This is an optimization exercise on Yosys and OpenROAD, whose aim is small area, a short achievable clock period and few clock cycles, not a production implementation.
The RTL was checked by simulation tests, not by an equivalence proof against the original design.
Power and IR drop assume default switching activity.

// Proccessor
module Proccessor(
    input         clk,
    input         reset,
    output [31:0] imem_addr,
    input  [31:0] imem_rdata,
    output [31:0] dmem_addr,
    output [31:0] dmem_wdata,
    output [3:0]  dmem_wstrb,
    input  [31:0] dmem_rdata
);
    reg  [4:0]  rd;                  
    reg  [2:0]  f3;                  
    reg         c_sra;               
    reg  [31:0] a;                   
    reg  [31:0] b;                   
    reg  [4:0]  sa;                  
    reg  [11:0] addr_lo;
    reg         addr_inc, addr_dec;
    reg  [15:1] bt_lo;
    reg  [31:16] bt_hi0, bt_hi1;
    reg         bt_c;
    reg  [31:2] pc4;                 
    reg  [3:0]  cmp_g, cmp_l;
    reg         s1_neg, s_diff;
    reg         c_sub, c_alu, c_lui, c_load, c_auipc;
    reg         c_wr, c_jal, c_br, c_jalr;    
    reg  [3:0]  wstrb;                   
    reg         started;             
    wire [31:12] a_inc = a[31:12] + 20'd1;
    wire [31:12] a_dec = a[31:12] - 20'd1;
    wire [31:12] addr_hi = addr_inc ? a_inc : addr_dec ? a_dec : a[31:12];
    wire [31:0]  addr = {addr_hi, addr_lo};
    wire [31:1]  bt = {bt_c ? bt_hi1 : bt_hi0, bt_lo};
    wire cg_hi = cmp_g[3] | ~cmp_l[3] & cmp_g[2];
    wire cl_hi = cmp_l[3] | ~cmp_g[3] & cmp_l[2];
    wire cg_lo = cmp_g[1] | ~cmp_l[1] & cmp_g[0];
    wire cl_lo = cmp_l[1] | ~cmp_g[1] & cmp_l[0];
    wire e_gt_u = cg_hi | ~cl_hi & cg_lo;
    wire e_lt_u = cl_hi | ~cg_hi & cl_lo;
    wire e_eq   = ~(e_gt_u | e_lt_u);
    wire e_lt_s = s_diff ? s1_neg : e_lt_u;
    wire cond = f3[2] ? ((f3[1] ? e_lt_u : e_lt_s) ^ f3[0]) : (e_eq ^ f3[0]);
    wire take = c_jal | (c_br & cond);
  ...
Size in the first run: roughly 6800 cells after synthesis, about 170 I/O pins, about 0.063 sq mm of cells after synthesis.
clock: 18.0 ns
lec_check: 0
abc_area: 1
cap_margin: 20
core_margin: 2
core_utilization: 45
cts_buf_list: sky130_fd_sc_hd__clkbuf_8
cts_cluster_size: 30
place_density: 0.55
slew_margin: 20
standard.sh (not shown) runs the stock make flow with config.mk's settings and CLKGATE_MAP_FILE= SYNTH_SCRIPT=/design/flow/synth_recipe.tcl, a recipe that flattens the netlist after the stock synthesis.
==> flow/flow/run.sh <==
#!/bin/bash
# Own layout flow: the standard synthesis and layout (standard.sh), with
# the timing repair steps asked to leave extra setup slack, and the port
# buffers made with buf_4 cells rather than the default choice. The SDC,
# clock period and every other step are unchanged.
set -euo pipefail
bash standard.sh synth > run_synth.log 2>&1
bash standard.sh SETUP_SLACK_MARGIN=11 "BUFFER_PORTS_ARGS=-buffer_cell sky130_fd_sc_hd__buf_4" finish > run_layout.log 2>&1
Testbench counts at the start, summed over its fixed seeds: cycles 50,846.
Rerun with:
--- a/flow/design.v
+++ b/flow/design.v
@@ -75,26 +75,47 @@
     wire [31:0] wb;
     wire [31:0] rfq [0:31];
     assign rfq[0] = 32'b0;
     genvar gi;
     generate
         for (gi = 1; gi < 32; gi = gi + 1) begin : g_rf
             reg [31:0] r;
             always @(posedge clk)
                 if (c_wr && rd == gi) r <= wb;
             assign rfq[gi] = r;
         end
     endgenerate
-    wire [31:0] r1 = (c_wr && rd == f_rs1) ? wb : rfq[f_rs1];
-    wire [31:0] r2 = (c_wr && rd == f_rs2) ? wb : rfq[f_rs2];
+    wire [7:0]  s1_lo = 8'b1 << f_rs1[2:0];
+    wire [3:0]  s1_hi = 4'b1 << f_rs1[4:3];
+    wire [7:0]  s2_lo = 8'b1 << f_rs2[2:0];
+    wire [3:0]  s2_hi = 4'b1 << f_rs2[4:3];
+    reg  [31:0] g1 [0:3];
+    reg  [31:0] g2 [0:3];
+    integer gj, gk;
+    always @(*) begin
+        for (gj = 0; gj < 4; gj = gj + 1) begin
+            g1[gj] = 32'b0;
+            g2[gj] = 32'b0;
+            for (gk = 0; gk < 8; gk = gk + 1) begin
+                g1[gj] = g1[gj] | (rfq[8*gj+gk] & {32{s1_lo[gk]}});
+                g2[gj] = g2[gj] | (rfq[8*gj+gk] & {32{s2_lo[gk]}});
+            end
+        end
+    end
+    wire [31:0] rd1 = (g1[0] & {32{s1_hi[0]}}) | (g1[1] & {32{s1_hi[1]}}) |
+                      (g1[2] & {32{s1_hi[2]}}) | (g1[3] & {32{s1_hi[3]}});
+    wire [31:0] rd2 = (g2[0] & {32{s2_hi[0]}}) | (g2[1] & {32{s2_hi[1]}}) |
+                      (g2[2] & {32{s2_hi[2]}}) | (g2[3] & {32{s2_hi[3]}});
+    wire [31:0] r1 = (c_wr && rd == f_rs1) ? wb : rd1;
+    wire [31:0] r2 = (c_wr && rd == f_rs2) ? wb : rd2;
     wire [31:0] f_b    = (f_opr | f_store) ? r2 : f_lui ? f_imm_u : f_imm_i;
     wire [11:0] f_ofs    = f_store ? f_imm_s[11:0] : f_imm_i[11:0];
     wire [12:0] f_addr_l = {1'b0, r1[11:0]} + {1'b0, f_ofs};
     wire [1:0]  f_lo     = f_addr_l[1:0];
     wire [31:0] f_bimm = f_jal ? f_imm_j : (f_br ? f_imm_b : f_imm_u);
     wire [16:1]  f_bt_l  = {1'b0, next_pc[15:1]} + {1'b0, f_bimm[15:1]};
     wire [31:16] f_bt_h0 = next_pc[31:16] + f_bimm[31:16];
     wire [31:16] f_bt_h1 = next_pc[31:16] + f_bimm[31:16] + 16'd1;
     wire [31:2] f_pc4  = next_pc[31:2] + 30'd1;
     wire [31:0] cg0 = r1 & ~r2;
     wire [31:0] cl0 = ~r1 & r2;
     wire [15:0] cg1, cl1;
Result:
- combinational power hardly moves
- cell count goes up by about 1.5%
- utilization is lower by 0.88 points
- worst setup slack improved by 0.16 ns
- wire length drops by 0.45%
Testbench counts after the change, summed over its fixed seeds: cycles 50,846.

## re-timing with driven ports
No port has a modelled driver above. Below, the same layouts with a new extraction and two added sets of constraints. Step 1 assumes that a clkbuf_16 drives the clock port and a buf_2 every other input. Step 2 also shifts input and output timing later by t, the mid clock arrival at the registers, as if the neighbouring blocks saw the same clock. Slacks: ideal ports / drivers / drivers and shift; pairs: ideal ports / drivers.
| run | shift t [ns] | setup slack, ns | latest minus earliest clock arrival (ns) | worst data-port slew with drivers (ns) |
|---|---|---|---|---|
| the first run | 0.996 | 10.844 / 10.897 / 9.901 | 0.100 / 0.100 | 0.10 |
| the second run | 1.026 | 11.004 / 10.936 / 9.976 | 0.073 / 0.072 | 0.23 |
After both steps setup and hold are still met in every run listed. For the second run, which loses most, drivers alone change the setup slack by -0.068 ns; drivers and shift together by -1.028 ns.
